Source: an optimization exercise on an open RTL-to-GDS flow (aim: small area, a short achievable clock period and few clock cycles). Production flows keep margins and buffers that such runs may drop. At most, simulation tests tie the RTL to the original design; equivalence was not proved. The RTL of run 2 was laid out without a check of its function. Power is estimated from default activity; no workload was simulated.

==> design/flow/design.v <==
module apb_master #( 
    parameter ADDR_WIDTH = 32, 
    parameter DATA_WIDTH = 32 
)( 
    input  wire                    pclk, 
    input  wire                    presetn, 
    input  wire                    transfer_req, 
    input  wire [ADDR_WIDTH-1:0]   transfer_addr, 
    input  wire [DATA_WIDTH-1:0]   transfer_wdata, 
    input  wire                    transfer_write, 
    output reg                     transfer_ready, 
    output reg  [DATA_WIDTH-1:0]   transfer_rdata, 
    output reg                     transfer_error, 
    output reg  [ADDR_WIDTH-1:0]   paddr, 
    output reg  [DATA_WIDTH-1:0]   pwdata, 
    input  wire [DATA_WIDTH-1:0]   prdata, 
    output reg                     pwrite, 
    output reg                     psel, 
    output reg                     penable, 
    input  wire                    pready, 
    input  wire                    pslverr, 
    output reg  [2:0]              pprot, 
    output reg  [3:0]              pstrb 
); 
    typedef enum logic [1:0] { 
        IDLE   = 2'b00, 
        SETUP  = 2'b01, 
        ACCESS = 2'b10 
    } apb_state_t; 
    apb_state_t current_state, next_state; 
    always_ff @(posedge pclk or negedge presetn) begin 
        if (!presetn) 
            current_state <= IDLE; 
        else 
            current_state <= next_state; 
    end 
    always_comb begin 
        case (current_state) 
            IDLE: begin 
                if (transfer_req) 
                    next_state = SETUP; 
                else 
                    next_state = IDLE; 
            end 
            SETUP: begin 
                next_state = ACCESS; 
            end 
            ACCESS: begin 
                if (pready) 
                    next_state = IDLE; 
                else 
                    next_state = ACCESS; 
            end 
            default: next_state = IDLE; 
        endcase 
    end 
    always_ff @(posedge pclk or negedge presetn) begin 
        if (!presetn) begin 
            paddr         <= '0; 
            pwdata        <= '0; 
            pwrite        <= 1'b0; 
            psel          <= 1'b0; 
            penable       <= 1'b0; 
            pprot         <= 3'b000; 
            pstrb         <= 4'b0000; 
            transfer_ready <= 1'b1; 
            transfer_rdata <= '0; 
            transfer_error <= 1'b0; 
        end else begin 
            case (current_state) 
                IDLE: begin 
                    psel          <= 1'b0; 
                    penable       <= 1'b0; 
                    transfer_ready <= 1'b1; 
                    if (transfer_req) begin 
                        paddr         <= transfer_addr; 
                        pwdata        <= transfer_wdata; 
                        pwrite        <= transfer_write; 
                        pprot         <= 3'b000;  
                        pstrb         <= 4'b1111;  
                        transfer_ready <= 1'b0; 
                    end 
                end 
                SETUP: begin 
                    psel    <= 1'b1; 
                    penable <= 1'b0; 
                end 
                ACCESS: begin 
                    psel    <= 1'b1; 
                    penable <= 1'b1; 
                    if (pready) begin 
                        if (!pwrite) begin 
                            transfer_rdata <= prdata; 
                        end 
                        transfer_error <= pslverr; 
                    end 
                end 
            endcase 
        end 
    end 
endmodule 
module apb_decoder #( 
    parameter ADDR_WIDTH = 32, 
    parameter NUM_SLAVES = 3     	
)( 
    input  wire [ADDR_WIDTH-1:0]   paddr, 
    input  wire                    psel_master, 
    output reg  [NUM_SLAVES-1:0]   psel_slaves, 
    output reg                     decode_error 
); 
    localparam SLAVE_ADDR_BITS = 16;  
    always_comb begin 
        psel_slaves = '0; 
        decode_error = 1'b0; 
        if (psel_master) begin 
            case (paddr[19:16])  
                4'h0: psel_slaves[0] = 1'b1;  
                4'h1: psel_slaves[1] = 1'b1;  
                4'h2: psel_slaves[2] = 1'b1;  
                default: begin 
                    psel_slaves = '0; 
                    decode_error = 1'b1; 
                end 
            endcase 
        end 
    end 
endmodule 
module apb_slave #( 
    parameter ADDR_WIDTH = 32, 
    parameter DATA_WIDTH = 32, 
    parameter SLAVE_ID = 0, 
    parameter WAIT_CYCLES = 0 
)( 
    input  wire                    pclk, 
    input  wire                    presetn, 
    input  wire [ADDR_WIDTH-1:0]   paddr, 
    input  wire [DATA_WIDTH-1:0]   pwdata, 
    output reg  [DATA_WIDTH-1:0]   prdata, 
    input  wire                    pwrite, 
    input  wire                    psel, 
    input  wire                    penable, 
    output reg                     pready, 
    output reg                     pslverr, 
    input  wire [2:0]              pprot, 
    input  wire [3:0]              pstrb 
); 
    reg [DATA_WIDTH-1:0] memory [0:63]; 
    localparam WAIT_W = (WAIT_CYCLES > 0) ? $clog2(WAIT_CYCLES+1) : 1; 
    reg [WAIT_W-1:0] wait_count; 
    typedef enum logic [1:0] { 
        IDLE   = 2'b00, 
        ACCESS = 2'b01, 
        ERROR  = 2'b10 
    } slave_state_t; 
    slave_state_t current_state, next_state; 
    wire [5:0] mem_addr = paddr[7:2];  
    wire valid_address = (paddr[31:20] == 12'h0) && (paddr[15:8] == 8'h0);  
    always_ff @(posedge pclk or negedge presetn) begin 
        if (!presetn) 
            current_state <= IDLE; 
        else 
            current_state <= next_state; 
    end 
    always_comb begin 
        case (current_state) 
            IDLE: begin 
                if (psel && !penable) 
                    next_state = ACCESS; 
                else 
                    next_state = IDLE; 
            end 
            ACCESS: begin 
                if (!valid_address) 
                    next_state = ERROR; 
                else if (wait_count == WAIT_CYCLES) 
                    next_state = IDLE; 
                else 
                    next_state = ACCESS; 
            end 
            ERROR: begin 
                next_state = IDLE; 
            end 
            default: next_state = IDLE; 
        endcase 
    end 
    always_ff @(posedge pclk or negedge presetn) begin 
        if (!presetn) begin 
            wait_count <= '0; 
        end else begin 
            if (current_state == ACCESS && next_state == ACCESS) 
                wait_count <= wait_count + 1; 
            else 
                wait_count <= '0; 
        end 
    end 
    always_ff @(posedge pclk or negedge presetn) begin 
        if (!presetn) begin 
            prdata  <= '0; 
            pready  <= 1'b0; 
            pslverr <= 1'b0; 
            for (int i = 0; i < 64; i++) begin 
                memory[i] <= {SLAVE_ID[7:0], 24'h000000} + i; 
            end 
        end else begin 
            case (current_state) 
                IDLE: begin 
                    pready  <= 1'b0; 
                    pslverr <= 1'b0; 
                    prdata  <= '0; 
                end 
                ACCESS: begin 
                    if (valid_address && wait_count == WAIT_CYCLES) begin 
                        pready <= 1'b1; 
                        pslverr <= 1'b0; 
                        if (pwrite) begin 
                            if (pstrb[0]) memory[mem_addr][ 7: 0] <= pwdata[ 7: 0]; 
                            if (pstrb[1]) memory[mem_addr][15: 8] <= pwdata[15: 8]; 
                            if (pstrb[2]) memory[mem_addr][23:16] <= pwdata[23:16]; 
                            if (pstrb[3]) memory[mem_addr][31:24] <= pwdata[31:24]; 
                        end else begin 
                            prdata <= memory[mem_addr]; 
                        end 
                    end else if (!valid_address) begin 
                        pready  <= 1'b0; 
                        pslverr <= 1'b0; 
                    end else begin 
                        pready  <= 1'b0; 
                        pslverr <= 1'b0; 
                    end 
                end 
                ERROR: begin 
                    pready  <= 1'b1; 
                    pslverr <= 1'b1; 
                    prdata  <= 32'hDEADBEEF;  
                end 
            endcase 
        end 
    end 
endmodule
module apb_system_top #( 
    parameter ADDR_WIDTH = 32, 
    parameter DATA_WIDTH = 32, 
    parameter NUM_SLAVES = 3 
)( 
    input  wire                    pclk, 
    input  wire                    presetn, 
    input  wire                    transfer_req, 
    input  wire [ADDR_WIDTH-1:0]   transfer_addr, 
    input  wire [DATA_WIDTH-1:0]   transfer_wdata, 
    input  wire                    transfer_write, 
    output wire                    transfer_ready, 
    output wire [DATA_WIDTH-1:0]   transfer_rdata, 
    output wire                    transfer_error 
); 
    wire [ADDR_WIDTH-1:0]   paddr; 
    wire [DATA_WIDTH-1:0]   pwdata; 
    reg  [DATA_WIDTH-1:0]   prdata; 
    wire                    pwrite; 
    wire                    psel_master; 
    wire                    penable; 
    reg                     pready; 
    reg                     pslverr; 
    wire [2:0]              pprot; 
    wire [3:0]              pstrb; 
    wire [NUM_SLAVES-1:0]   psel_slaves; 
    wire                    decode_error; 
    wire [DATA_WIDTH-1:0]   prdata_slaves [NUM_SLAVES-1:0]; 
    wire [NUM_SLAVES-1:0]   pready_slaves; 
    wire [NUM_SLAVES-1:0]   pslverr_slaves; 
    apb_master #( 
        .ADDR_WIDTH(ADDR_WIDTH), 
        .DATA_WIDTH(DATA_WIDTH) 
    ) u_apb_master ( 
        .pclk           (pclk), 
        .presetn        (presetn), 
        .transfer_req   (transfer_req), 
        .transfer_addr  (transfer_addr), 
        .transfer_wdata (transfer_wdata), 
        .transfer_write (transfer_write), 
        .transfer_ready (transfer_ready), 
        .transfer_rdata (transfer_rdata), 
        .transfer_error (transfer_error), 
        .paddr          (paddr), 
        .pwdata         (pwdata), 
        .prdata         (prdata), 
        .pwrite         (pwrite), 
        .psel           (psel_master), 
        .penable        (penable), 
        .pready         (pready), 
        .pslverr        (pslverr), 
        .pprot          (pprot), 
        .pstrb          (pstrb) 
    ); 
    apb_decoder #( 
        .ADDR_WIDTH(ADDR_WIDTH), 
        .NUM_SLAVES(NUM_SLAVES) 
    ) u_apb_decoder ( 
        .paddr        (paddr), 
        .psel_master  (psel_master), 
        .psel_slaves  (psel_slaves), 
        .decode_error (decode_error) 
    ); 
    genvar i; 
    generate 
        for (i = 0; i < NUM_SLAVES; i++) begin : gen_slaves 
            apb_slave #( 
                .ADDR_WIDTH(ADDR_WIDTH), 
                .DATA_WIDTH(DATA_WIDTH), 
                .SLAVE_ID(i), 
                .WAIT_CYCLES(i)  
            ) u_apb_slave ( 
                .pclk    (pclk), 
                .presetn (presetn), 
                .paddr   (paddr), 
                .pwdata  (pwdata), 
                .prdata  (prdata_slaves[i]), 
                .pwrite  (pwrite), 
                .psel    (psel_slaves[i]), 
                .penable (penable), 
                .pready  (pready_slaves[i]), 
                .pslverr (pslverr_slaves[i]), 
                .pprot   (pprot), 
                .pstrb   (pstrb) 
            ); 
        end 
    endgenerate 
    always_comb begin 
        prdata = '0; 
        pready = decode_error;  
        pslverr = decode_error;  
        for (int j = 0; j < NUM_SLAVES; j++) begin 
            if (psel_slaves[j]) begin 
                prdata = prdata_slaves[j]; 
                pready = pready_slaves[j]; 
                pslverr = pslverr_slaves[j] | decode_error; 
            end 
        end 
    end 
endmodule 
==> design/flow/run.sh <==
#!/bin/bash
# synth_recipe.tcl (not shown) runs the flow's synth.tcl, then flattens the netlist and writes it again
# the make line also repeats each setting of config.mk as NAME=value (left out here)
make -C /OpenROAD-flow-scripts/flow DESIGN_CONFIG=/design/flow/config.mk WORK_HOME=/design/flow/orfs CLKGATE_MAP_FILE= SYNTH_SCRIPT=/design/flow/synth_recipe.tcl finish
==> design/flow/config.mk <==
export PLATFORM = sky130hd
export DESIGN_NAME = apb_system_top
export DESIGN_NICKNAME = apb_system_top
export VERILOG_FILES = /design/flow/design.v
export SDC_FILE = /design/flow/constraint.sdc
export NUM_CORES = 8
export LEC_CHECK = 0
export CAP_MARGIN = 30
export CORE_MARGIN = 2
export CORE_UTILIZATION = 40
export SLEW_MARGIN = 50
==> design/flow/constraint.sdc <==
create_clock -name core_clock -period 6.0 [get_ports {pclk}]
set_input_delay 1.2000 -clock core_clock [delete_from_list [all_inputs] [get_ports {pclk}]]
set_output_delay 1.2000 -clock core_clock [all_outputs]
set_load 0.01 [all_outputs]
==> results of run 1 <==
cell families after synthesis:
logic type      count (synthesis)  synth area share, %
flops                        6358                 57.7
compound gates               3452                 9.26
buf+inv                      2069                 3.39
mux                          6440                 26.1
fa+ha+maj                      16               0.0722
simple gates                 1987                 3.44
area by class of cell:
class / count / share of cell area, %
Sequential cell: 6358 / 50.1
Multi-Input combinational cell: 11900 / 34.5
Clock buffer: 1074 / 6.28
Timing Repair Buffer: 1260 / 4.90
Tap cell: 9210 / 3.60
Clock inverter: 142 / 0.610
Antenna cell: 63 / 0.0493
Inverter: 18 / 0.0211
worst register-to-register path: stages (launching register included):
cell       delay, ns
dfrtp_2         0.65
buf_4           0.38
nand4bb_2       0.68
nor2_4          0.81
buf_4           0.45
buf_4           0.56
a22oi_1         0.22
nand2_1         0.11
a2111oi_2       0.05
buf_2           0.22
buf_4           0.16
nand4_1         0.10
a221o_1         0.16
metal layers:
metal  routed length (um)  GRT usage, %  share of wire (%)
met2               490000          46.5                 42
met3               146000          10.5                 12
met5                  667         0.407              0.057
met4                82200          18.4                7.0
met1               453000          43.4                 39
flip-flops by register name, indices dropped and copies added, names as in the netlist, 2 cells and up:
register                              count
gen_slaves.u_apb_slave.prdata            96
gen_slaves.u_apb_slave.current_state      6
u_apb_master.transfer_rdata              32
u_apb_master.pwdata                      32
gen_slaves.u_apb_slave.memory          6144
gen_slaves.u_apb_slave.wait_count         4
u_apb_master.paddr                       30
gen_slaves.u_apb_slave.pready             3
gen_slaves.u_apb_slave.pslverr            3
u_apb_master.current_state                2
per-stage QoR:
step / hold WS, ns / power (mW) / cell area [um2]
floorplan: 0.401 / 52.2 / 277000
global placement: 0.427 / 62.9 / 293000
detailed placement: 0.432 / 64.0 / 297000
CTS: 0.0365 / 106 / 319000
global route: 0.0745 / 109 / 320000
finish: 0.0787 / 107 / 320000
cells in the final DEF, fill, tap and decap left out, types with 132 or more instances in the layout:
cell,n
buf_4,607
buf_12,295
mux2_2,6122
o21ai_0,200
clkbuf_16,672
nor2_4,257
clkbuf_8,180
mux2i_1,132
nor3_1,149
a22oi_1,2521
nand4_1,352
dfstp_2,705
clkbuf_1,227
mux2_1,184
dfrtp_1,5614
nand2_1,865
worst max path at each step:
| stage | depth (start not counted) | slack, ns | endpoint | startpoint |
|---|---|---|---|---|
| final | 12 | 1.28 | gen_slaves[2].u_apb_slave.prdata[25] | u_apb_master.paddr[5] |
| after detailed placement | 13 | 1.59 | gen_slaves[2].u_apb_slave.prdata[27] | u_apb_master.paddr[2] |
| after global routing | 9 | 1.39 | gen_slaves[2].u_apb_slave.prdata[9] | u_apb_master.paddr[5] |
| after floorplan | 9 | 3.44 | gen_slaves[0].u_apb_slave.prdata[27] | u_apb_master.paddr[2] |
| after global placement | 11 | 1.10 | gen_slaves[2].u_apb_slave.prdata[25] | u_apb_master.paddr[2] |
| after CTS | 13 | 1.55 | gen_slaves[2].u_apb_slave.prdata[27] | u_apb_master.paddr[2] |
power by group through the flow:
| stage | Combinational, mW | Clock [mW] | Sequential [mW] |
|---|---|---|---|
| after global routing | 19.6 | 44.2 | 45.0 |
| after global placement | 16.3 | 0 | 46.6 |
| after detailed placement | 18.2 | 0 | 45.8 |
| after floorplan | 8.05 | 0 | 44.2 |
| after CTS | 18.3 | 42.4 | 45.0 |
| final | 19.8 | 42.2 | 45.0 |
==> impl_metrics.py, run 1 <==
metrics = {
    "status": {
        "status": "timing/DRC/antenna clean",
    },
    "pwr": {
        "peakVddDrop_v": 0.000392,
        "p_int_mw": 71.0,
        "clkPwrFrac_pct": 39.5,
        "p_leak_nw": 150,
        "p_per_area_nw_per_um2": 335,
        "p_switching_mw": 35.9,
        "switching_share_pct": 33.6,
        "comb_power_share_pct": 18.5,
        "seqPwrFrac_pct": 42.1,
    },
    "floorplan": {
        "fp.dieArea_um2": 700000,
        "core-area_um2": 690000,
        "rows": 305,
        "die_height_um": 836,
        "ios": 102,
        "initial_utilization_pct": 40.2,
        "die_w_um": 836,
    },
    "critical_path": {
        "ff2ff_path_depth": 12,
        "required_ns": 7.05,
        "path_cells": "buf_4, nand4bb_2, nor2_4, buf_4, buf_4, a22oi_1, nand2_1, a2111oi_2, buf_2, buf_4, nand4_1, a221o_1",
        "crit_fanout": 24,
        "critPathArrivalTime_ns": 5.77,
        "cpMostUsedCell": "buf_4",
        "cp-end-kind": "flip-flop",
        "r2r_setup_slack_ns": 1.28,
        "cp_num_buf_inv": 5,
        "crit_slowest_cell": "nor2_4",
        "critPathKind": "reg -> reg",
        "reg2reg_from": "u_apb_master.paddr[5]",
        "worst_setup_path_start_kind": "flip-flop",
        "slowest_delay_ns": 0.81,
        "path_delay_family": "simple AND/OR/NAND/NOR gates",
        "r2r-end": "gen_slaves[2].u_apb_slave.prdata[25]",
    },
    "global_routing": {
        "grt_pass1_vias": 191000,
        "grt.overflow.total": 0,
        "grt_use_total_pct": 32.5,
        "grt_antenna_before_repair": 121,
        "grt_pass1_wl_um": 1600000,
        "grt_max_degree": 171,
    },
    "sta": {
        "fin_crit_sh_pct": 78.7,
        "worst_slew_pin_slew_ns": 0.870,
        "setup_tns_ns": 0,
        "fmax_ghz": 0.212,
        "hold_violations": 0,
        "grt_setup_unrepaired": "no",
        "slew_headroom_pct": 41.4,
        "fin_skew_ns": 0.128,
        "fin_ws_ns": 1.28,
        "min_period_ns": 4.72,
        "slew_viol_final": 0,
        "finalSetupViolCount": 0,
    },
    "placement": {
        "gp_congestion": 0.908,
        "hpwl_um": 714000,
        "place_inst": 28700,
        "place_ws_ns": 1.59,
        "io_buffers": 99,
    },
    "yosys": {
        "synth-main-ff-cell": "dfrtp_1",
        "synthCells": 20300,
        "ys_seq_elements": 6358,
        "synthTopCellsByCount": "6122 x mux2_2, 5653 x dfrtp_1, 2521 x a22oi_1, 1064 x clkbuf_1, 868 x nand2_1",
        "ys_seq_area_share_pct": 57.7,
        "syn_nets": 20400,
        "syn_area_um2": 277000,
        "postSynth.asyncResetShare_pct": 100,
        "synth-edff-count": 0,
        "synth_area_leaders": "dfrtp_1 51%, mux2_2 25%, a22oi_1 6.8%, dfstp_2 6.7%, clkbuf_1 1.4%",
        "ys_types": 78,
        "yosys_warnings": 9,
        "avgSynthCellArea_um2": 13.6,
        "yosysMostFrequentCell": "mux2_2",
        "yosysTopAreaCell": "dfrtp_1",
        "synth_top_area_share_pct": 51.0,
    },
    "layout": {
        "syn_to_final_growth_pct": 15.4,
        "drive_gt1_share_pct": 45.3,
        "area.sequential_um2": 160000,
        "fillers": 61100,
        "multiInputGateArea_um2": 110000,
        "final_core_util_pct": 46.4,
        "layoutNonFillerInstCount": 30000,
        "finalNetCount": 20300,
    },
    "clock_network": {
        "htree_levels": 6,
        "clockBufferDepth": 4,
        "postCtsResizedCells": 0,
        "path_clk_slew_ns": 0.06,
        "cts_made_buffers": 657,
        "ctsHoldBuffers": 0,
        "cts_sinks": 6358,
        "clkLatencyLatePin_ns": 1.21,
        "cts_tree": "yes",
        "clockRootBuffer": "clkbuf_16",
        "post_cts_buffers": 0,
    },
    "hold_path": {
        "hold_path_class": "in -> async",
    },
    "route": {
        "wl_per_cell_um": 39.0,
        "drt_iter0_drc": 27500,
        "ant_nets": 0,
        "firstDrtPassIters": 7,
        "vias": 197000,
        "post-route-drc-count": 0,
        "routed_wl_um": 1170000,
        "via_per_inst": 6.57,
    },
    "run": {
        "max_cap_viol_count": 0,
    },
}
Testbench counts, summed over its fixed seeds: cycles 32,072.
==> run 2, diff against run 1 <==
==> design/flow/design.v (replaced) <==
module apb_system_top #(
    parameter ADDR_WIDTH = 32,
    parameter DATA_WIDTH = 32,
    parameter NUM_SLAVES = 3
)(
    input  wire                    pclk,
    input  wire                    presetn,
    input  wire                    transfer_req,
    input  wire [ADDR_WIDTH-1:0]   transfer_addr,
    input  wire [DATA_WIDTH-1:0]   transfer_wdata,
    input  wire                    transfer_write,
    output wire                    transfer_ready,
    output wire [DATA_WIDTH-1:0]   transfer_rdata,
    output wire                    transfer_error
);
    wire [3:0] slave  = transfer_addr[19:16];
    wire [5:0] word   = transfer_addr[7:2];
    wire       mapped = (slave[3:2] == 2'b00) && (slave[1:0] != 2'b11);
    wire       inwin  = (transfer_addr[31:20] == 12'h0) && (transfer_addr[15:8] == 8'h0);
    wire       hit    = mapped && inwin;
    reg        ready_q;
    reg  [5:0] init_cnt;
    always @(posedge pclk or negedge presetn) begin
        if (!presetn) begin
            ready_q  <= 1'b0;
            init_cnt <= 6'd0;
        end else if (!ready_q) begin
            init_cnt <= init_cnt + 6'd1;
            if (init_cnt == 6'd63) ready_q <= 1'b1;
        end
    end
    wire wr = transfer_req && transfer_write && hit && ready_q;
    wire [192*32-1:0] rd_terms;
    genvar s, w;
    generate
        for (s = 0; s < 3; s = s + 1) begin : g_s
            wire [31:0] wd = ready_q ? transfer_wdata
                                     : {6'd0, s == 2 ? 1'b1 : 1'b0, s == 1 ? 1'b1 : 1'b0, 18'd0, init_cnt};
            for (w = 0; w < 64; w = w + 1) begin : g_w
                wire we = ready_q ? (wr && slave[1:0] == s && word == w) : (init_cnt == w);
                reg [31:0] q;
                always @(posedge pclk)
                    if (we) q <= wd;
                wire rs = hit && slave[1:0] == s && word == w;
                assign rd_terms[(s*64+w)*32 +: 32] = {32{rs}} & q;
            end
        end
    endgenerate
    reg [31:0] rd_or;
    integer i;
    always @* begin
        rd_or = 32'd0;
        for (i = 0; i < 192; i = i + 1) rd_or = rd_or | rd_terms[i*32 +: 32];
    end
    reg [31:0] rdata_q;
    reg        error_q;
    always @(posedge pclk) begin
        rdata_q <= rd_or | ((mapped && !inwin) ? 32'hDEADBEEF : 32'd0);
        error_q <= !hit;
    end
    assign transfer_ready = ready_q;
    assign transfer_rdata = rdata_q;
    assign transfer_error = error_q;
endmodule
==> impl_metrics.py, run 2 <==
metrics = {
    "status": {
        "status": "timing/DRC/antenna clean",
    },
    "route": {
        "routed_wl_um": 1350000,
        "via_per_inst": 7.67,
        "vias": 173000,
        "firstDrtPassIters": 9,
        "drt_iter0_drc": 45500,
        "post-route-drc-count": 0,
        "wl_per_cell_um": 59.9,
        "ant_nets": 0,
    },
    "sta": {
        "whs_ns": 0.259,
        "hold_violations": 0,
        "slew_headroom_pct": 25.6,
        "fin_skew_ns": 0.113,
        "grt_setup_unrepaired": "no",
        "worst_slew_pin_slew_ns": 1.12,
        "slew_viol_final": 0,
        "fin_crit_sh_pct": 85.4,
        "fmax_ghz": 0.195,
        "min_period_ns": 5.12,
        "setup_tns_ns": 0,
        "fin_ws_ns": 0.875,
        "finalSetupViolCount": 0,
    },
    "yosys": {
        "ys_seq_elements": 6184,
        "avgSynthCellArea_um2": 18.3,
        "synthTopCellsByCount": "6144 x edfxtp_1, 2007 x a22oi_1, 493 x nand2_1, 321 x clkbuf_1, 311 x nand3_1",
        "synth_top_area_share_pct": 81.8,
        "synth_area_leaders": "edfxtp_1 82%, a22oi_1 6.7%, nand2_1 0.82%, a222oi_1 0.74%, a221oi_1 0.73%",
        "postSynth.asyncResetShare_pct": 0.113,
        "synth-edff-count": 6144,
        "ys_types": 90,
        "synth-main-ff-cell": "edfxtp_1",
        "yosys_warnings": 1,
        "syn_area_um2": 226000,
        "yosysMostFrequentCell": "edfxtp_1",
        "ys_seq_area_share_pct": 82.1,
        "synthCells": 12300,
        "yosysTopAreaCell": "edfxtp_1",
        "syn_nets": 12400,
    },
    "layout": {
        "finalNetCount": 14300,
        "reg.largest.list": "g_s.g_w.q: 6144 flops, rdata_q: 32 flops, init_cnt: 6 flops",
        "finalInstanceArea_um2": 281000,
        "drive_gt1_share_pct": 22.6,
        "largest_reg_flops": 6144,
        "fillers": 45800,
        "syn_to_final_growth_pct": 24.6,
        "top_register": "g_s.g_w.q",
        "final_cell_mix": "6144 x edfxtp_1, 2005 x a22oi_1, 1167 x buf_4",
        "final_common_cell": "edfxtp_1",
    },
    "global_routing": {
        "grt_use_total_pct": 46.0,
        "grt_pass1_wl_um": 1660000,
        "grt_max_degree": 162,
        "grt_antenna_before_repair": 231,
        "grt.overflow.total": 0,
        "grt_pass1_vias": 145000,
    },
    "critical_path": {
        "path_cells": "buf_4, buf_4, buf_4, or4b_2, nor2_4, buf_8, buf_12, buf_4, a22oi_1, nand4_1, o21ai_0, o21ai_1, nor3_2, buf_4, nand4_1, buf_4",
        "cpMostUsedCell": "buf_4",
        "reg2reg_from": "g_s[1].g_w[1].q[6]",
        "critPathKind": "in -> reg",
        "ff2ff_path_depth": 13,
        "critPathArrivalTime_ns": 6.20,
        "cp-end-kind": "flip-flop",
        "crit_fanout": 28,
        "worst_setup_path_start_kind": "primary input",
        "cp-startpoint": "transfer_addr[7]",
        "slowest_delay_ns": 0.66,
        "r2r_setup_slack_ns": 1.97,
        "cp_num_buf_inv": 8,
        "r2r-end": "rdata_q[6]",
        "required_ns": 7.07,
        "crit_slowest_cell": "nor3_2",
        "path_delay_family": "buffers and inverters",
    },
    "floorplan": {
        "rows": 275,
        "ios": 102,
        "fp.dieArea_um2": 570000,
        "die_height_um": 755,
        "initial_utilization_pct": 40.2,
        "core-area_um2": 562000,
        "die_w_um": 755,
    },
    "clock_network": {
        "path_clk_slew_ns": 0.06,
        "cts_tree": "yes",
        "clockRootBuffer": "clkbuf_16",
        "postCtsResizedCells": 0,
        "clockBufferDepth": 4,
        "htree_levels": 6,
        "clkLatencyLatePin_ns": 1.25,
        "ctsHoldBuffers": 0,
        "cts_made_buffers": 633,
        "cts_sinks": 6184,
        "post_cts_buffers": 0,
    },
    "placement": {
        "place_area_um2": 259000,
        "hpwl_um": 866000,
        "gp_congestion": 1.08,
        "place_ws_ns": 0.0223,
        "io_buffers": 99,
    },
    "run": {
        "max_cap_viol_count": 0,
    },
    "pwr": {
        "peakVddDrop_v": 0.000304,
        "p_leak_nw": 79.4,
        "p_per_area_nw_per_um2": 315,
    },
    "hold_path": {
        "hold_path_class": "in -> async",
    },
}
run 2: through the flow:
stage,util (%),cells,power [mW]
floorplan,-,12300,48.3
global placement,45.9,21000,49.5
detailed placement,46.2,21100,49.5
CTS,49.8,22200,87.8
global route,49.9,22300,89.5
finish,50.0,22500,88.6
run 2: layout make-up:
| type | instances | area [um2] | area share, % |
|---|---|---|---|
| flip-flops and latches | 6184 | 185000 | 65.9 |
| multi-input cells | 5386 | 40900 | 14.6 |
| repair buffers | 2010 | 24300 | 8.66 |
| clock buffers | 799 | 16700 | 5.93 |
| well taps | 7479 | 9360 | 3.33 |
| clock inverters | 344 | 3620 | 1.29 |
| diodes | 287 | 718 | 0.256 |
| inverters | 24 | 90.1 | 0.0321 |
run 2: kinds of logic (layout without fill, tap and decap cells):
kind of cell	Yosys count	in the layout	synth area share, %
flops	6184	6184	82.1
mux	87	87	0.405
simple gates	1809	1809	4.17
xor+xnor	5	5	0.0194
fa+ha+maj	4	4	0.0222
compound gates	3481	3481	11.7
other cells	0	287	0
buf+inv	778	3177	1.51
run 2: worst max-delay path by stage:
stage	to	slack, ns	depth (start not counted)
3_3_place_gp	rdata_q[13]	-0.86	16
5_1_grt	rdata_q[6]	1.09	16
2_1_floorplan	g_s[0].g_w[0].q[1]	-0.87	4
4_1_cts	rdata_q[6]	1.18	16
3_5_place_dp	rdata_q[6]	0.02	16
6_report	rdata_q[6]	0.88	16
run 2: per-layer routing:
metal,global-route usage [%],share of wire [%],up-vias,routed length (um)
li1,-,-,56600,-
met1,55.4,32,87200,428000
met2,60.3,39,23100,525000
met3,23.6,19,5677,252000
met4,39.1,11,70,143000
met5,0.497,0.058,-,784
run 2: worst reg2reg max path, cell delays in order (launching register included):
cell       delay [ns]
edfxtp_1         0.35
and3_1           0.16
a2111oi_1        0.67
buf_4            0.25
nand3_1          0.08
buf_4            0.16
o31ai_1          0.31
buf_4            0.22
nand4_1          0.10
buf_4            0.22
nor3_2           0.61
buf_4            0.30
nand4_1          0.26
buf_4            0.24
run 2: power by group:
part / switching (mW) / internal [mW] / leakage, nW
Clock: 18.0 / 21.8 / 9.86
Sequential: 0.0181 / 46.7 / 45.1
Combinational: 1.44 / 0.569 / 24.5
Total: 19.5 / 69.1 / 79.4
==> run 3, diff against run 2 <==
==> design/flow/design.v (replaced) <==
module apb_rd_aoi3 (
    input  wire        s0, s1, s2,
    input  wire [31:0] d0, d1, d2,
    output wire [31:0] y
);
    assign y = ~(({32{s0}} & d0) | ({32{s1}} & d1) | ({32{s2}} & d2));
endmodule
module apb_rd_nand4 (
    input  wire [31:0] a, b, c, d,
    output wire [31:0] y
);
    assign y = ~(a & b & c & d);
endmodule
module apb_rd_nor4 (
    input  wire [31:0] a, b, c, d,
    output wire [31:0] y
);
    assign y = ~(a | b | c | d);
endmodule
module apb_rd_nor2 (
    input  wire [31:0] a, b,
    output wire [31:0] y
);
    assign y = ~(a | b);
endmodule
module apb_system_top #(
    parameter ADDR_WIDTH = 32,
    parameter DATA_WIDTH = 32,
    parameter NUM_SLAVES = 3
)(
    input  wire                    pclk,
    input  wire                    presetn,
    input  wire                    transfer_req,
    input  wire [ADDR_WIDTH-1:0]   transfer_addr,
    input  wire [DATA_WIDTH-1:0]   transfer_wdata,
    input  wire                    transfer_write,
    output wire                    transfer_ready,
    output wire [DATA_WIDTH-1:0]   transfer_rdata,
    output wire                    transfer_error
);
    wire [3:0] slave  = transfer_addr[19:16];
    wire [5:0] word   = transfer_addr[7:2];
    wire       mapped = (slave[3:2] == 2'b00) && (slave[1:0] != 2'b11);
    wire       inwin  = (transfer_addr[31:20] == 12'h0) && (transfer_addr[15:8] == 8'h0);
    wire       hit    = mapped && inwin;
    wire       wr     = transfer_req && transfer_write && hit;
    wire [31:0] wd0 = transfer_wdata & {32{presetn}};
    wire [31:0] wd1 = transfer_wdata | {32{!presetn}};
    wire [3:0] p0 = 4'b0001 << word[1:0];
    wire [3:0] p1 = 4'b0001 << word[3:2];
    wire [3:0] p2 = 4'b0001 << word[5:4];
    wire [3:0] sd = 4'b0001 << slave[1:0];
    wire [64*32-1:0] ya;
    genvar s, w, b;
    generate
        for (w = 0; w < 64; w = w + 1) begin : g_w
            wire        wl = p2[w/16] & p1[(w/4)%4] & p0[w%4];
            wire [2:0]  sel;
            wire [31:0] q [0:2];
            for (s = 0; s < 3; s = s + 1) begin : g_s
                localparam [31:0] INIT = (s << 24) + w;
                wire [31:0] wd;
                for (b = 0; b < 32; b = b + 1) begin : g_b
                    assign wd[b] = INIT[b] ? wd1[b] : wd0[b];
                end
                wire we = (wr && sd[s] && wl) || !presetn;
                reg [31:0] m;
                always @(posedge pclk)
                    if (we) m <= wd;
                assign q[s]   = m;
                assign sel[s] = sd[s] & wl;
            end
            apb_rd_aoi3 u_a (.s0(sel[0]), .s1(sel[1]), .s2(sel[2]),
                             .d0(q[0]), .d1(q[1]), .d2(q[2]), .y(ya[w*32 +: 32]));
        end
    endgenerate
    wire [16*32-1:0] yb;
    wire [8*32-1:0]  yc;
    wire [2*32-1:0]  yd;
    genvar k;
    generate
        for (k = 0; k < 16; k = k + 1) begin : g_b4
            apb_rd_nand4 u_b (.a(ya[(4*k)*32 +: 32]), .b(ya[(4*k+1)*32 +: 32]),
                              .c(ya[(4*k+2)*32 +: 32]), .d(ya[(4*k+3)*32 +: 32]),
                              .y(yb[k*32 +: 32]));
        end
        for (k = 0; k < 8; k = k + 1) begin : g_c2
            apb_rd_nor2 u_c (.a(yb[(2*k)*32 +: 32]), .b(yb[(2*k+1)*32 +: 32]),
                             .y(yc[k*32 +: 32]));
        end
        for (k = 0; k < 2; k = k + 1) begin : g_d4
            apb_rd_nand4 u_d (.a(yc[(4*k)*32 +: 32]), .b(yc[(4*k+1)*32 +: 32]),
                              .c(yc[(4*k+2)*32 +: 32]), .d(yc[(4*k+3)*32 +: 32]),
                              .y(yd[k*32 +: 32]));
        end
    endgenerate
    wire [31:0] rd = yd[0 +: 32] | yd[32 +: 32];
    reg [31:0] rdata_q;
    reg        error_q;
    always @(posedge pclk) begin
        rdata_q <= (hit ? rd : 32'd0) | ((mapped && !inwin) ? 32'hDEADBEEF : 32'd0);
        error_q <= !hit;
    end
    reg ready_q;
    always @(posedge pclk or negedge presetn)
        if (!presetn) ready_q <= 1'b0;
        else          ready_q <= 1'b1;
    assign transfer_ready = ready_q;
    assign transfer_rdata = rdata_q;
    assign transfer_error = error_q;
endmodule
--- a/design/flow/config.mk
+++ b/design/flow/config.mk
@@ -9,3 +9,9 @@
 export CORE_MARGIN = 2
-export CORE_UTILIZATION = 40
+export CORE_UTILIZATION = 60
+export CTS_BUF_LIST = sky130_fd_sc_hd__clkbuf_16
+export CTS_CLUSTER_DIAMETER = 80
+export CTS_CLUSTER_SIZE = 20
+export SETUP_SLACK_MARGIN = 3.0
 export SLEW_MARGIN = 50
+export SYNTH_HIERARCHICAL = 1
+export SYNTH_MINIMUM_KEEP_SIZE = 0
==> impl_metrics.py, run 3 <==
metrics = {
    "sta": {
        "slew_headroom_pct": 45.2,
        "slew_viol_final": 0,
        "grt_setup_unrepaired": "yes",
        "finalSetupViolCount": 0,
        "hold_violations": 0,
        "fin_skew_ns": 0.0470,
        "fmax_ghz": 0.275,
        "setup_tns_ns": 0,
        "min_period_ns": 3.64,
        "fin_crit_sh_pct": 60.7,
        "worst_slew_pin_slew_ns": 0.822,
    },
    "yosys": {
        "synth_area_leaders": "edfxtp_1 84%, a222oi_1 9.3%, buf_6 2.1%, nand4_1 1.6%, nor2_1 0.82%",
        "synthAdderAreaFrac_pct": 0,
        "avgSynthCellArea_um2": 21.3,
        "ys_types": 34,
        "ys_seq_area_share_pct": 84.3,
        "ys_seq_elements": 6178,
        "synth_top_family_by_area": "compound AO/OA/AOI/OAI gates",
        "synth-simple-area-share_pct": 2.90,
        "syn_area_um2": 220000,
        "synth_top_area_share_pct": 84.0,
        "yosys_warnings": 7,
        "synth-edff-count": 6144,
        "synth_compound_gate_area_share_pct": 10.1,
        "synth-main-ff-cell": "edfxtp_1",
        "synthXorXnorAreaFrac_pct": 0,
        "yosysMostFrequentCell": "edfxtp_1",
        "syn_nets": 10400,
        "synthTopCellsByCount": "6144 x edfxtp_1, 2048 x a222oi_1, 576 x nand4_1, 481 x nor2_1, 402 x buf_6",
        "yosysTopAreaCell": "edfxtp_1",
        "synthCells": 10300,
        "postSynth.asyncResetShare_pct": 0.0162,
        "synth.area.mux_share_pct": 0,
    },
    "route": {
        "wl_per_cell_um": 41.7,
        "drt_iter0_drc": 25400,
        "ant_nets": 0,
        "firstDrtPassIters": 13,
        "via_per_inst": 7.54,
        "routed_wl_um": 678000,
        "vias": 123000,
        "post-route-drc-count": 0,
    },
    "pwr": {
        "seqPwrFrac_pct": 65.4,
        "p_leak_nw": 81.8,
        "comb_power_share_pct": 4.8,
        "p_int_mw": 62.8,
        "peakVddDrop_v": 0.000270,
        "clkPwrFrac_pct": 29.8,
        "p_per_area_nw_per_um2": 316,
        "switching_share_pct": 21.2,
        "finalPower_mw": 79.6,
        "p_switching_mw": 16.8,
    },
    "layout": {
        "final_common_cell": "edfxtp_1",
        "top_register": "g_w.g_s.m",
        "syn_to_final_growth_pct": 14.6,
        "fillers": 22700,
        "final_cell_mix": "6144 x edfxtp_1, 2048 x a222oi_1, 576 x nand4_1, 576 x buf_4, 369 x clkbuf_16",
        "finalNetCount": 11400,
        "reg.largest.list": "g_w.g_s.m: 6144 flops, rdata_q: 32 flops",
        "largest_reg_flops": 6144,
        "drive_gt1_share_pct": 20.7,
    },
    "global_routing": {
        "grt_max_degree": 133,
        "grt.overflow.total": 0,
        "grt_pass1_wl_um": 914000,
        "grt_antenna_before_repair": 33,
        "grt_use_total_pct": 35.7,
        "grt_pass1_vias": 115000,
    },
    "floorplan": {
        "initial_utilization_pct": 60.2,
        "rows": 222,
        "die_height_um": 609,
        "core-area_um2": 365000,
        "fp.dieArea_um2": 371000,
        "ios": 102,
        "die_w_um": 609,
    },
    "clock_network": {
        "cts_made_buffers": 347,
        "cts_sinks": 6178,
        "htree_levels": 5,
        "clockBufferDepth": 4,
        "path_clk_slew_ns": 0.09,
        "ctsHoldBuffers": 0,
        "clkLatencyLatePin_ns": 0.99,
        "cts_tree": "yes",
        "clockRootBuffer": "clkbuf_16",
    },
    "placement": {
        "gp_congestion": 0.852,
        "hpwl_um": 383000,
        "io_buffers": 99,
    },
    "critical_path": {
        "crit_fanout": 7,
        "critPathKind": "in -> reg",
        "cp-end-kind": "flip-flop",
        "worst_setup_path_start_kind": "primary input",
        "critPathArrivalTime_ns": 4.50,
        "required_ns": 6.86,
    },
    "status": {
        "status": "timing/DRC/antenna clean",
    },
    "run": {
        "max_cap_viol_count": 0,
    },
    "hold_path": {
        "hold_path_class": "in -> async",
    },
}
[run 3: power groups by stage]
stage	sequential [mW]	combinational [mW]	clock [mW]
6_report	52.1	3.80	23.8
5_1_grt	52.4	3.86	25.4
4_1_cts	52.1	3.62	24.0
3_5_place_dp	53.1	3.36	0
3_3_place_gp	52.9	3.17	0
2_1_floorplan	52.9	1.31	0
[run 3: critical path, stage by stage]
cell      delay, ns
buf_12         0.11
buf_16         0.15
buf_12         0.16
buf_12         0.13
and4bb_4       0.29
nand2_8        0.12
nor2_4         0.05
buf_12         0.14
buf_12         0.12
buf_4          0.18
a222oi_1       0.37
nand4_1        0.45
nor2_2         0.36
nand4_1        0.34
nor2_1         0.20
nor4_1         0.07
[run 3: repair_timing]
action	4_1_cts	5_1_grt
buffers inserted	332	65
setup endpoints to repair	6019	4300
cloned	50	11
gates resized for setup	912	268
pin swaps	488	206
[run 3: area by class of cell]
| cell class | instances | area, um2 | area share, % |
|---|---|---|---|
| tap | 4816 | 6030 | 2.39 |
| clock inverter | 58 | 314 | 0.125 |
| antenna | 37 | 92.6 | 0.0368 |
| clock buffer | 361 | 9030 | 3.59 |
| sequential | 6178 | 185000 | 73.6 |
| multi-input combinational | 3483 | 34100 | 13.6 |
| timing repair buffer | 1338 | 16800 | 6.66 |
[run 3: stage by stage]
| step | instances | util, % | area [um2] | setup slack, ns | hold slack, ns |
|---|---|---|---|---|---|
| 2_1_floorplan | 10300 | - | 221000 | 0.931 | 0.705 |
| 3_3_place_gp | 15300 | 63.2 | 231000 | 0.130 | 0.823 |
| 3_5_place_dp | 15300 | 63.7 | 233000 | 0.242 | 0.834 |
| 4_1_cts | 16100 | 68.4 | 249000 | 2.61 | 0.284 |
| 5_1_grt | 16300 | 68.9 | 252000 | 2.44 | 0.314 |
| 6_report | 16300 | 68.9 | 252000 | 2.36 | 0.307 |
[run 3: cell families (layout without fill, tap and decap cells)]
logic type             after synthesis  count (layout)
other                                1              38
AO/OA/AOI/OAI                     2266            2266
AND/OR/NAND/NOR                   1207            1216
flip-flops                        6178            6178
buffers and inverters              683            1757
[run 3: per-module statistics from Yosys, one instance, submodules excluded]
module	flip-flops and latches	cells inside	copies in the design
apb_rd_nor2	0	32	8
apb_rd_aoi3	0	41	64
apb_rd_nand4	0	32	18
apb_system_top	6178	6879	1
[run 3: layer usage]
layer	GRT usage [%]	part of all wire (%)
met1	48.4	35
met4	19.8	6.7
met2	55.9	47
met5	0	0.0084
met3	6.15	12
[run 3: worst paths after layout]
path,startpoint,endpoint,slack (ns),cells past startpoint
worst max-delay path,transfer_addr[4],rdata_q[29],2.36,16
worst min-delay path,presetn,ready_q,0.31,2
worst max register to register,g_w[4].g_s[0].m[5],rdata_q[5],3.28,7
worst min register to register,g_w[21].g_s[2].m[0],rdata_q[0],0.88,6
max in group asynchronous,presetn,ready_q,5.46,2
min in group core_clock,presetn,g_w[31].g_s[0].m[26],0.79,2
Testbench counts of run 3, summed over its fixed seeds: cycles 4,800.
==> run 4, diff against run 3 <==
--- a/design/flow/config.mk
+++ b/design/flow/config.mk
@@ -17 +17,2 @@
 export SYNTH_MINIMUM_KEEP_SIZE = 0
+export TNS_END_PERCENT = 10
==> impl_metrics.py, run 4 <==
metrics = {
    "critical_path": {
        "ff2ff_path_depth": 7,
        "cp-end-kind": "flip-flop",
        "worst_setup_path_start_kind": "primary input",
        "critPathKind": "in -> reg",
        "required_ns": 6.84,
        "r2r_setup_slack_ns": 3.21,
        "reg2reg_from": "g_w[49].g_s[0].m[6]",
        "crit_fanout": 6,
        "r2r-end": "rdata_q[6]",
        "critPathArrivalTime_ns": 4.42,
    },
    "sta": {
        "grt_setup_unrepaired": "yes",
        "setup_tns_ns": 0,
        "fin_crit_sh_pct": 59.7,
        "whs_ns": 0.200,
        "hold_violations": 0,
        "slew_headroom_pct": 43.0,
        "slew_viol_final": 0,
        "min_period_ns": 3.58,
        "fin_ws_ns": 2.42,
        "fin_skew_ns": 0.0280,
        "finalSetupViolCount": 0,
        "worst_slew_pin_slew_ns": 0.855,
        "fmax_ghz": 0.279,
    },
    "yosys": {
        "postSynth.asyncResetShare_pct": 0.0162,
        "synthCells": 10300,
        "synth_top_area_share_pct": 84.0,
        "ys_types": 34,
        "syn_area_um2": 220000,
        "yosys_warnings": 7,
        "synth_area_leaders": "edfxtp_1 84%, a222oi_1 9.3%, buf_6 2.1%, nand4_1 1.6%, nor2_1 0.82%",
        "avgSynthCellArea_um2": 21.3,
        "syn_nets": 10400,
        "yosysTopAreaCell": "edfxtp_1",
        "ys_seq_elements": 6178,
        "yosysMostFrequentCell": "edfxtp_1",
        "ys_seq_area_share_pct": 84.3,
        "synth-edff-count": 6144,
        "synthTopCellsByCount": "6144 x edfxtp_1, 2048 x a222oi_1, 576 x nand4_1, 481 x nor2_1, 402 x buf_6",
        "synth-main-ff-cell": "edfxtp_1",
    },
    "route": {
        "vias": 123000,
        "drt_iter0_drc": 24600,
        "post-route-drc-count": 0,
        "via_per_inst": 7.54,
        "wl_per_cell_um": 41.4,
        "routed_wl_um": 675000,
        "firstDrtPassIters": 13,
        "ant_nets": 0,
    },
    "layout": {
        "multiInputGateArea_um2": 33800,
        "reg.largest.list": "g_w.g_s.m: 6144 flops, rdata_q: 32 flops",
        "syn_to_final_growth_pct": 14.0,
        "finalNetCount": 11500,
        "largest_reg_flops": 6144,
        "drive_gt1_share_pct": 20.3,
        "fillers": 22900,
        "final_common_cell": "edfxtp_1",
        "area.sequential_um2": 185000,
        "top_register": "g_w.g_s.m",
        "layoutNonFillerInstCount": 16300,
        "final_cell_mix": "6144 x edfxtp_1, 2048 x a222oi_1, 768 x buf_4",
    },
    "run": {
        "max_cap_viol_count": 0,
    },
    "clock_network": {
        "clockBufferDepth": 4,
        "cts_made_buffers": 347,
        "path_clk_slew_ns": 0.08,
        "htree_levels": 5,
        "cts_tree": "yes",
        "clkLatencyLatePin_ns": 0.99,
        "clockRootBuffer": "clkbuf_16",
        "cts_sinks": 6178,
        "ctsHoldBuffers": 0,
    },
    "status": {
        "status": "timing/DRC/antenna clean",
    },
    "placement": {
        "place_inst": 15400,
        "hpwl_um": 387000,
        "place_ws_ns": 0.237,
        "gp_congestion": 0.860,
        "io_buffers": 99,
    },
    "pwr": {
        "p_leak_nw": 81.4,
        "p_per_area_nw_per_um2": 318,
        "peakVddDrop_v": 0.000297,
    },
    "floorplan": {
        "initial_utilization_pct": 60.2,
        "fp.dieArea_um2": 371000,
        "ios": 102,
        "die_w_um": 609,
        "rows": 222,
        "die_height_um": 609,
        "core-area_um2": 365000,
    },
    "global_routing": {
        "grt.overflow.total": 0,
        "grt_antenna_before_repair": 33,
        "grt_max_degree": 133,
        "grt_pass1_vias": 116000,
        "grt_pass1_wl_um": 913000,
        "grt_use_total_pct": 35.5,
    },
    "hold_path": {
        "hold_path_class": "in -> async",
    },
}
## run 4: final cells by class
cell class | count | area share, %
flip-flops and latches | 6178 | 74.0
multi-input cells | 3480 | 13.5
repair buffers | 1393 | 6.37
clock buffers | 360 | 3.60
well taps | 4816 | 2.41
clock inverters | 56 | 0.127
diodes | 22 | 0.0220
## run 4: repair_timing
item                       in CTS  in global routing
setup buffers                 339                 70
cloned                         33                  7
setup endpoints to repair    6203               5627
hold endpoints to repair        0                  0
pin swaps                     362                192
resized for setup             665                195
## run 4: power by group
group          switching [mW]  total, mW  internal, mW  leakage (nW)
clock network            13.1       23.8          10.7          4.73
logic                    2.93       3.76         0.825          17.0
registers               0.921       52.1          51.2          59.7
## run 4: critical path, stage by stage
cell	delay, ns
buf_12	0.11
buf_12	0.14
buf_16	0.15
and4bb_4	0.27
nand2_8	0.08
buf_4	0.12
nor2_4	0.05
buf_12	0.15
buf_6	0.15
buf_4	0.15
a222oi_1	0.38
nand4_1	0.43
nor2_4	0.38
nand4_1	0.34
nor2_1	0.19
a31oi_1	0.09
## run 4: worst max-delay path by stage
stage,start,endpoint,slack [ns],cells after the start
after CTS,rdata_q[5],transfer_rdata[5],2.61,1
after detailed placement,transfer_addr[6],rdata_q[31],0.24,13
after floorplan,transfer_addr[10],g_w[21].g_s[0].m[0],0.93,4
after global routing,transfer_addr[5],rdata_q[5],2.45,14
final,transfer_addr[5],rdata_q[21],2.42,16
after global placement,transfer_addr[6],rdata_q[4],0.09,12
## run 4: modules after synthesis (local to each module, per instance)
module / times used / cells inside / area [um2]
apb_system_top: 1 / 6879 / 189000
apb_rd_nand4: 18 / 32 / 200
apb_rd_nor2: 8 / 32 / 120
apb_rd_aoi3: 64 / 41 / 403
## run 4: cells by family (layout without fill, tap and decap cells)
family,Yosys count,count (layout),synth area share [%]
AO/OA/AOI/OAI,2266,2266,10.1
flip-flops,6178,6178,84.3
buffers and inverters,683,1809,2.65
other,1,23,0.00171
AND/OR/NAND/NOR,1207,1213,2.90
## run 4: through the flow
step / util, % / cell area (um2) / power (mW)
3_3_place_gp: 63.2 / 231000 / 56.1
2_1_floorplan: - / 220000 / 54.2
5_1_grt: 68.6 / 250000 / 81.6
3_5_place_dp: 63.8 / 233000 / 56.5
6_report: 68.6 / 250000 / 79.7
4_1_cts: 68.1 / 249000 / 79.7
## run 4: per-layer routing
metal | vias up | GRT usage (%) | routed length [um]
met4 | 8 | 19.4 | 44400
li1 | 48900 | - | -
met2 | 8491 | 55.0 | 313000
met3 | 1151 | 6.06 | 78500
met1 | 64300 | 48.9 | 238000
met5 | - | 0 | 50
==> run 5, diff against run 4 <==
--- a/design/flow/design.v
+++ b/design/flow/design.v
@@ -96,7 +96,7 @@
     endgenerate
-    wire [31:0] rd = yd[0 +: 32] | yd[32 +: 32];
-    reg [31:0] rdata_q;
+    reg [31:0] rd0_n, rd1_n;
     reg        error_q;
     always @(posedge pclk) begin
-        rdata_q <= (hit ? rd : 32'd0) | ((mapped && !inwin) ? 32'hDEADBEEF : 32'd0);
+        rd0_n   <= ~(({32{hit}} & yd[0 +: 32]) | ((mapped && !inwin) ? 32'hDEADBEEF : 32'd0));
+        rd1_n   <= ~({32{hit}} & yd[32 +: 32]);
         error_q <= !hit;
@@ -108,3 +108,3 @@
     assign transfer_ready = ready_q;
-    assign transfer_rdata = rdata_q;
+    assign transfer_rdata = ~(rd0_n & rd1_n);
     assign transfer_error = error_q;
==> impl_metrics.py, run 5 <==
metrics = {
    "yosys": {
        "synthCells": 10400,
        "ys_seq_area_share_pct": 84.3,
        "ys_seq_elements": 6210,
        "yosys_warnings": 7,
        "ys_types": 29,
        "yosysTopAreaCell": "edfxtp_1",
        "synth_top_area_share_pct": 83.7,
        "synth-edff-count": 6144,
        "syn_area_um2": 220000,
        "avgSynthCellArea_um2": 21.2,
        "syn_nets": 10500,
        "yosysMostFrequentCell": "edfxtp_1",
        "synthTopCellsByCount": "6144 x edfxtp_1, 2048 x a222oi_1, 576 x nand4_1, 449 x nor2_1, 396 x buf_6",
        "synth-main-ff-cell": "edfxtp_1",
        "synth_area_leaders": "edfxtp_1 84%, a222oi_1 9.3%, buf_6 2.0%, nand4_1 1.6%, nor2_1 0.76%",
        "postSynth.asyncResetShare_pct": 0.0161,
    },
    "layout": {
        "syn_to_final_growth_pct": 12.9,
        "top_register": "g_w.g_s.m",
        "final_core_util_pct": 68.0,
        "drive_gt1_share_pct": 19.2,
        "final_cell_mix": "6144 x edfxtp_1, 2048 x a222oi_1, 576 x nand4_1",
        "reg.largest.list": "g_w.g_s.m: 6144 flops, rd0_n: 32 flops, rd1_n: 32 flops",
        "finalNetCount": 11200,
        "largest_reg_flops": 6144,
        "fillers": 23100,
        "layoutNonFillerInstCount": 16100,
        "final_common_cell": "edfxtp_1",
    },
    "route": {
        "via_per_inst": 7.59,
        "ant_nets": 0,
        "post-route-drc-count": 0,
        "vias": 122000,
        "drt_iter0_drc": 25200,
        "wl_per_cell_um": 41.2,
        "firstDrtPassIters": 14,
        "routed_wl_um": 665000,
    },
    "sta": {
        "setup_tns_ns": 0,
        "finalSetupViolCount": 0,
        "min_period_ns": 3.31,
        "slew_headroom_pct": 42.9,
        "hold_violations": 0,
        "fin_skew_ns": 0.0293,
        "fmax_ghz": 0.302,
        "grt_setup_unrepaired": "yes",
        "fin_crit_sh_pct": 55.2,
        "slew_viol_final": 0,
        "worst_slew_pin_slew_ns": 0.857,
    },
    "global_routing": {
        "grt_pass1_vias": 114000,
        "grt_max_degree": 145,
        "grtUsageMet1_pct": 50.3,
        "use_met3_pct": 8.15,
        "grt_pass1_wl_um": 896000,
        "grt.overflow.total": 0,
        "use_met2_pct": 52.5,
        "grt_antenna_before_repair": 35,
        "grt_busiest_layer": "met2",
        "grt_use_total_pct": 34.7,
    },
    "floorplan": {
        "die_height_um": 610,
        "ios": 102,
        "initial_utilization_pct": 60.3,
        "core-area_um2": 366000,
        "rows": 222,
        "fp.dieArea_um2": 372000,
        "die_w_um": 610,
    },
    "clock_network": {
        "clockRootBuffer": "clkbuf_16",
        "cts_made_buffers": 349,
        "clkLatencyLatePin_ns": 1.00,
        "cts_tree": "yes",
        "path_clk_slew_ns": 0.08,
        "htree_levels": 5,
        "clockBufferDepth": 4,
        "cts_sinks": 6210,
    },
    "pwr": {
        "p_int_mw": 63.1,
        "clkPwrFrac_pct": 30.2,
        "peakVddDrop_v": 0.000266,
        "switching_share_pct": 21.2,
        "p_per_area_nw_per_um2": 322,
        "p_switching_mw": 16.9,
        "seqPwrFrac_pct": 65.4,
        "p_leak_nw": 80.5,
        "comb_power_share_pct": 4.4,
    },
    "run": {
        "max_cap_viol_count": 0,
    },
    "critical_path": {
        "critPathArrivalTime_ns": 4.21,
        "worst_setup_path_start_kind": "primary input",
        "cp_num_buf_inv": 4,
        "critPathKind": "in -> reg",
        "required_ns": 6.90,
        "crit_slowest_cell": "nand4_1",
        "slowest_delay_ns": 0.58,
        "crit_fanout": 8,
        "cp-end-kind": "flip-flop",
        "path_delay_family": "simple AND/OR/NAND/NOR gates",
        "path_cells": "buf_12, buf_16, and4bb_4, nand2_4, buf_6, nor2_4, buf_6, a222oi_1, nand4_1, nor2_4, nand4_1, o31ai_1",
    },
    "placement": {
        "gp_congestion": 0.848,
        "place_inst": 15300,
        "io_buffers": 99,
        "hpwl_um": 370000,
    },
    "status": {
        "status": "timing/DRC/antenna clean",
    },
    "hold_path": {
        "hold_path_class": "in -> async",
    },
}
-- run 5: worst paths after layout --
| path | startpoint | slack, ns | cells after the start | to |
|---|---|---|---|---|
| min | presetn | 0.12 | 1 | ready_q |
| max | transfer_addr[7] | 2.69 | 12 | rd0_n[18] |
| min reg2reg | g_w[41].g_s[2].m[24] | 0.69 | 5 | rd1_n[24] |
| max in group asynchronous | presetn | 5.56 | 1 | ready_q |
| min in group core_clock | g_w[41].g_s[2].m[24] | 0.69 | 5 | rd1_n[24] |
| max reg2reg | g_w[25].g_s[0].m[18] | 3.62 | 5 | rd0_n[18] |
-- run 5: cell type report --
class | instances | area [um2] | area share (%)
clock inverters | 123 | 544 | 0.219
multi-input cells | 3508 | 34200 | 13.8
well taps | 4816 | 6030 | 2.42
flip-flops and latches | 6210 | 186000 | 74.8
repair buffers | 1095 | 12700 | 5.11
clock buffers | 366 | 9160 | 3.68
diodes | 22 | 55.1 | 0.0221
-- run 5: cell families after synthesis --
family	count (synthesis)	synth area share (%)
DFF	6210	84.3
AOI/OAI and AO/OA	2265	10.1
and+or+nand+nor	1239	2.94
buffers and inverters	689	2.64
other	1	0.00170
-- run 5: through the flow --
step	instance area, um2	worst slack [ns]	hold WS [ns]	power, mW
after floorplan	222000	1.84	0.611	54.4
after global placement	230000	0.263	0.689	56.1
after detailed placement	232000	0.674	0.691	56.5
after CTS	246000	2.81	0.102	80.0
after global routing	249000	2.75	0.126	82.0
final	249000	2.69	0.122	80.0
-- run 5: modules after synthesis (local to each module, per instance) --
module	times used	flops+latches	cell area, um2
apb_rd_aoi3	64	0	403
apb_rd_nand4	18	0	200
apb_rd_nor2	8	0	120
apb_system_top	1	6210	190000
-- run 5: metal layers --
layer	wire length [um]	vias to the layer above	part of all wire, %
met2	304000	8562	46
met5	65	-	0.0098
li1	-	48600	-
met1	245000	64400	37
met4	25000	10	3.8
met3	91100	869	14
-- run 5: power by group through the flow --
stage	combinational (mW)	sequential [mW]	clock [mW]
after floorplan	1.29	53.1	0
after global placement	3.02	53.1	0
after detailed placement	3.20	53.3	0
after CTS	3.36	52.3	24.4
after global routing	3.61	52.6	25.8
final	3.53	52.3	24.2
-- run 5: what timing repair did --
item	in CTS	in global routing
gates resized for setup	741	317
hold buffers	0	0
setup buffers	147	129
pin swaps	165	224
endpoints found under the hold margin	0	0
setup endpoints to repair	6242	5010
cloned	13	18
Testbench counts of run 5, summed over its fixed seeds: cycles 4,800.
==> run 6, diff against run 5 <==
--- a/design/flow/config.mk
+++ b/design/flow/config.mk
@@ -13,3 +13,3 @@
 export CTS_CLUSTER_SIZE = 20
-export SETUP_SLACK_MARGIN = 3.0
+export SETUP_SLACK_MARGIN = 3.6
 export SLEW_MARGIN = 50
==> impl_metrics.py, run 6 <==
metrics = {
    "route": {
        "firstDrtPassIters": 13,
        "wl_per_cell_um": 42.4,
        "via_per_inst": 7.64,
        "post-route-drc-count": 0,
        "ant_nets": 0,
        "vias": 126000,
        "routed_wl_um": 696000,
        "drt_iter0_drc": 26500,
    },
    "global_routing": {
        "grt_pass1_vias": 116000,
        "grt_pass1_wl_um": 924000,
        "grt_max_degree": 145,
        "grt.overflow.total": 0,
        "grt_antenna_before_repair": 33,
        "grt_use_total_pct": 35.9,
    },
    "critical_path": {
        "critPathKind": "in -> reg",
        "crit_slowest_cell": "nand4_1",
        "cpMostUsedCell": "buf_12",
        "cp-end-kind": "flip-flop",
        "r2r-end": "rd0_n[18]",
        "r2r_setup_slack_ns": 3.70,
        "critPathArrivalTime_ns": 4.20,
        "worst_setup_path_start_kind": "primary input",
        "reg2reg_from": "g_w[25].g_s[0].m[18]",
        "required_ns": 6.88,
        "crit_fanout": 7,
        "ff2ff_path_depth": 5,
        "path_cells": "buf_12, buf_12, buf_16, and4bb_4, nand2_8, nor2_4, buf_12, buf_4, a222oi_1, nand4_1, nor2_1, nand4_1, o31ai_2",
        "slowest_delay_ns": 0.48,
    },
    "pwr": {
        "clkPwrFrac_pct": 30.1,
        "p_int_mw": 63.3,
        "comb_power_share_pct": 4.9,
        "seqPwrFrac_pct": 65.0,
        "p_leak_nw": 83.7,
        "peakVddDrop_v": 0.000265,
        "switching_share_pct": 21.3,
        "p_switching_mw": 17.2,
        "p_per_area_nw_per_um2": 315,
    },
    "sta": {
        "finalSetupViolCount": 0,
        "fin_crit_sh_pct": 55.2,
        "setup_tns_ns": 0,
        "fin_ws_ns": 2.69,
        "fin_skew_ns": 0.0263,
        "worst_slew_pin_slew_ns": 0.794,
        "min_period_ns": 3.31,
        "fmax_ghz": 0.302,
        "slew_headroom_pct": 47.1,
        "slew_viol_final": 0,
        "hold_violations": 0,
        "grt_setup_unrepaired": "yes",
    },
    "yosys": {
        "yosysTopAreaCell": "edfxtp_1",
        "postSynth.asyncResetShare_pct": 0.0161,
        "synthTopCellsByCount": "6144 x edfxtp_1, 2048 x a222oi_1, 576 x nand4_1, 449 x nor2_1, 396 x buf_6",
        "ys_seq_elements": 6210,
        "synth_area_leaders": "edfxtp_1 84%, a222oi_1 9.3%, buf_6 2.0%, nand4_1 1.6%, nor2_1 0.76%",
        "synthCells": 10400,
        "yosysMostFrequentCell": "edfxtp_1",
        "synth_top_area_share_pct": 83.7,
        "syn_area_um2": 220000,
        "ys_seq_area_share_pct": 84.3,
        "ys_types": 29,
        "avgSynthCellArea_um2": 21.2,
        "synth-main-ff-cell": "edfxtp_1",
        "syn_nets": 10500,
        "synth-edff-count": 6144,
        "yosys_warnings": 7,
    },
    "layout": {
        "final_cell_mix": "6144 x edfxtp_1, 2048 x a222oi_1, 598 x buf_4",
        "top_register": "g_w.g_s.m",
        "finalInstanceArea_um2": 255000,
        "largest_reg_flops": 6144,
        "finalNetCount": 11500,
        "final_core_util_pct": 69.8,
        "reg.largest.list": "g_w.g_s.m: 6144 flops, rd0_n: 32 flops, rd1_n: 32 flops",
        "final_common_cell": "edfxtp_1",
        "syn_to_final_growth_pct": 15.8,
        "drive_gt1_share_pct": 21.7,
    },
    "placement": {
        "gp_congestion": 0.848,
        "place_ws_ns": 0.674,
        "io_buffers": 99,
        "hpwl_um": 370000,
        "place_area_um2": 232000,
    },
    "floorplan": {
        "rows": 222,
        "die_height_um": 610,
        "die_w_um": 610,
        "core-area_um2": 366000,
        "ios": 102,
        "fp.dieArea_um2": 372000,
        "initial_utilization_pct": 60.3,
    },
    "clock_network": {
        "cts_made_buffers": 349,
        "clockBufferDepth": 4,
        "htree_levels": 5,
        "cts_sinks": 6210,
        "path_clk_slew_ns": 0.08,
        "clockRootBuffer": "clkbuf_16",
        "ctsHoldBuffers": 0,
        "cts_tree": "yes",
        "clkLatencyLatePin_ns": 0.99,
    },
    "run": {
        "max_cap_viol_count": 0,
    },
    "hold_path": {
        "hold_path_class": "in -> async",
    },
    "status": {
        "status": "timing/DRC/antenna clean",
    },
}
-- run 6: cell counts after synthesis --
Identical to the previous run, type by type.
-- run 6: layer usage --
layer	vias to the layer above	routed length (um)	global-route usage, %
met5	-	81	0
met4	12	30900	13.3
met3	1110	100000	9.02
met2	9365	316000	54.1
met1	65800	250000	51.5
li1	49200	-	-
-- run 6: per-stage QoR --
stage	total power, mW	instances	hold WS [ns]
2_1_floorplan	54.4	10400	0.611
3_3_place_gp	56.1	15200	0.689
3_5_place_dp	56.5	15300	0.691
4_1_cts	80.3	16200	0.102
5_1_grt	82.4	16400	0.0754
6_report	80.4	16400	0.0824
-- run 6: how the worst max path moves through the flow --
stage,cells after the start,start,to
after floorplan,5,transfer_addr[28],g_w[12].g_s[1].m[0]
after global placement,11,transfer_addr[2],rd1_n[22]
after detailed placement,14,transfer_addr[2],rd0_n[18]
after CTS,2,rd0_n[22],transfer_rdata[22]
after global routing,12,transfer_addr[3],rd0_n[26]
final,13,transfer_addr[4],rd0_n[28]
-- run 6: power groups by stage --
stage | clock (mW) | sequential, mW | combinational [mW]
after floorplan | 0 | 53.1 | 1.29
after global placement | 0 | 53.1 | 3.02
after detailed placement | 0 | 53.3 | 3.20
after CTS | 24.4 | 52.3 | 3.62
after global routing | 25.8 | 52.6 | 3.98
final | 24.2 | 52.3 | 3.92
-- run 6: repair_timing --
action	4_1_cts	5_1_grt
setup buffers	356	93
cloned	80	74
resized for setup	1311	248
setup endpoints to repair	6339	6347
pin swaps	543	213
-- run 6: final cells by class --
cell class                      instances  area, um2
Clock inverter                        123        544
Multi-Input combinational cell       3509      34700
Clock buffer                          366       9160
Timing Repair Buffer                 1388      18800
Tap cell                             4816       6030
Antenna cell                           25       62.6
Fill cell                           22200     110000
Sequential cell                      6210     186000
-- run 6: modules after synthesis (local to each module, per instance) --
module          flip-flops and latches  cells inside
apb_rd_nand4                         0            32
apb_rd_nor2                          0            32
apb_system_top                    6210          6948
apb_rd_aoi3                          0            41
-- run 6: cell families after synthesis --
| family | count (synthesis) | share of synthesized area (%) |
|---|---|---|
| compound gates | 2265 | 10.1 |
| other cells | 1 | 0.00170 |
| flops | 6210 | 84.3 |
| buf+inv | 689 | 2.64 |
| simple gates | 1239 | 2.94 |
-- run 6: worst max-delay path, delay by kind of cell --
| family | cells | cell delay [ns] |
|---|---|---|
| AO/OA/AOI/OAI | 2 | 0.65 |
| AND/OR/NAND/NOR | 6 | 1.57 |
| buffers and inverters | 5 | 0.73 |

## port drivers added, routing unchanged
The flow's constraints put no driver on any port. The routed layouts listed below were extracted and timed again, unchanged, in two steps. Step 1, drivers: a clkbuf_16 drives pclk and a buf_2 each remaining input, both assumed. Step 2, shift: input delay + t, output delay - t, t = (earliest + latest rising clock arrival at the registers) / 2. This alone moves slack from input paths to output paths. Slacks: no drivers / after step 1 / after step 2; pairs: no drivers / after step 1.
| run | t (ns) | setup slack, ns | worst slew at a driven data input, ns |
|---|---|---|---|
| run 1 | 1.293 | 1.278 / 1.278 / 1.278 | 0.14 |
| run 2 | 1.327 | 0.875 / 0.777 / -0.550 | 0.25 |
| run 3 | 1.099 | 2.360 / 2.334 / 1.235 | 0.41 |
| run 4 | 1.081 | 2.420 / 2.455 / 1.374 | 0.24 |
| run 5 | 1.081 | 2.691 / 2.678 / 1.598 | 0.14 |
| run 6 | 1.090 | 2.686 / 2.688 / 1.598 | 0.16 |
Met with ideal ports but missed after step 2: setup timing in run 2. The setup slack of run 2, which loses most, moves by -0.098 ns with the drivers and by -1.425 ns with both steps.
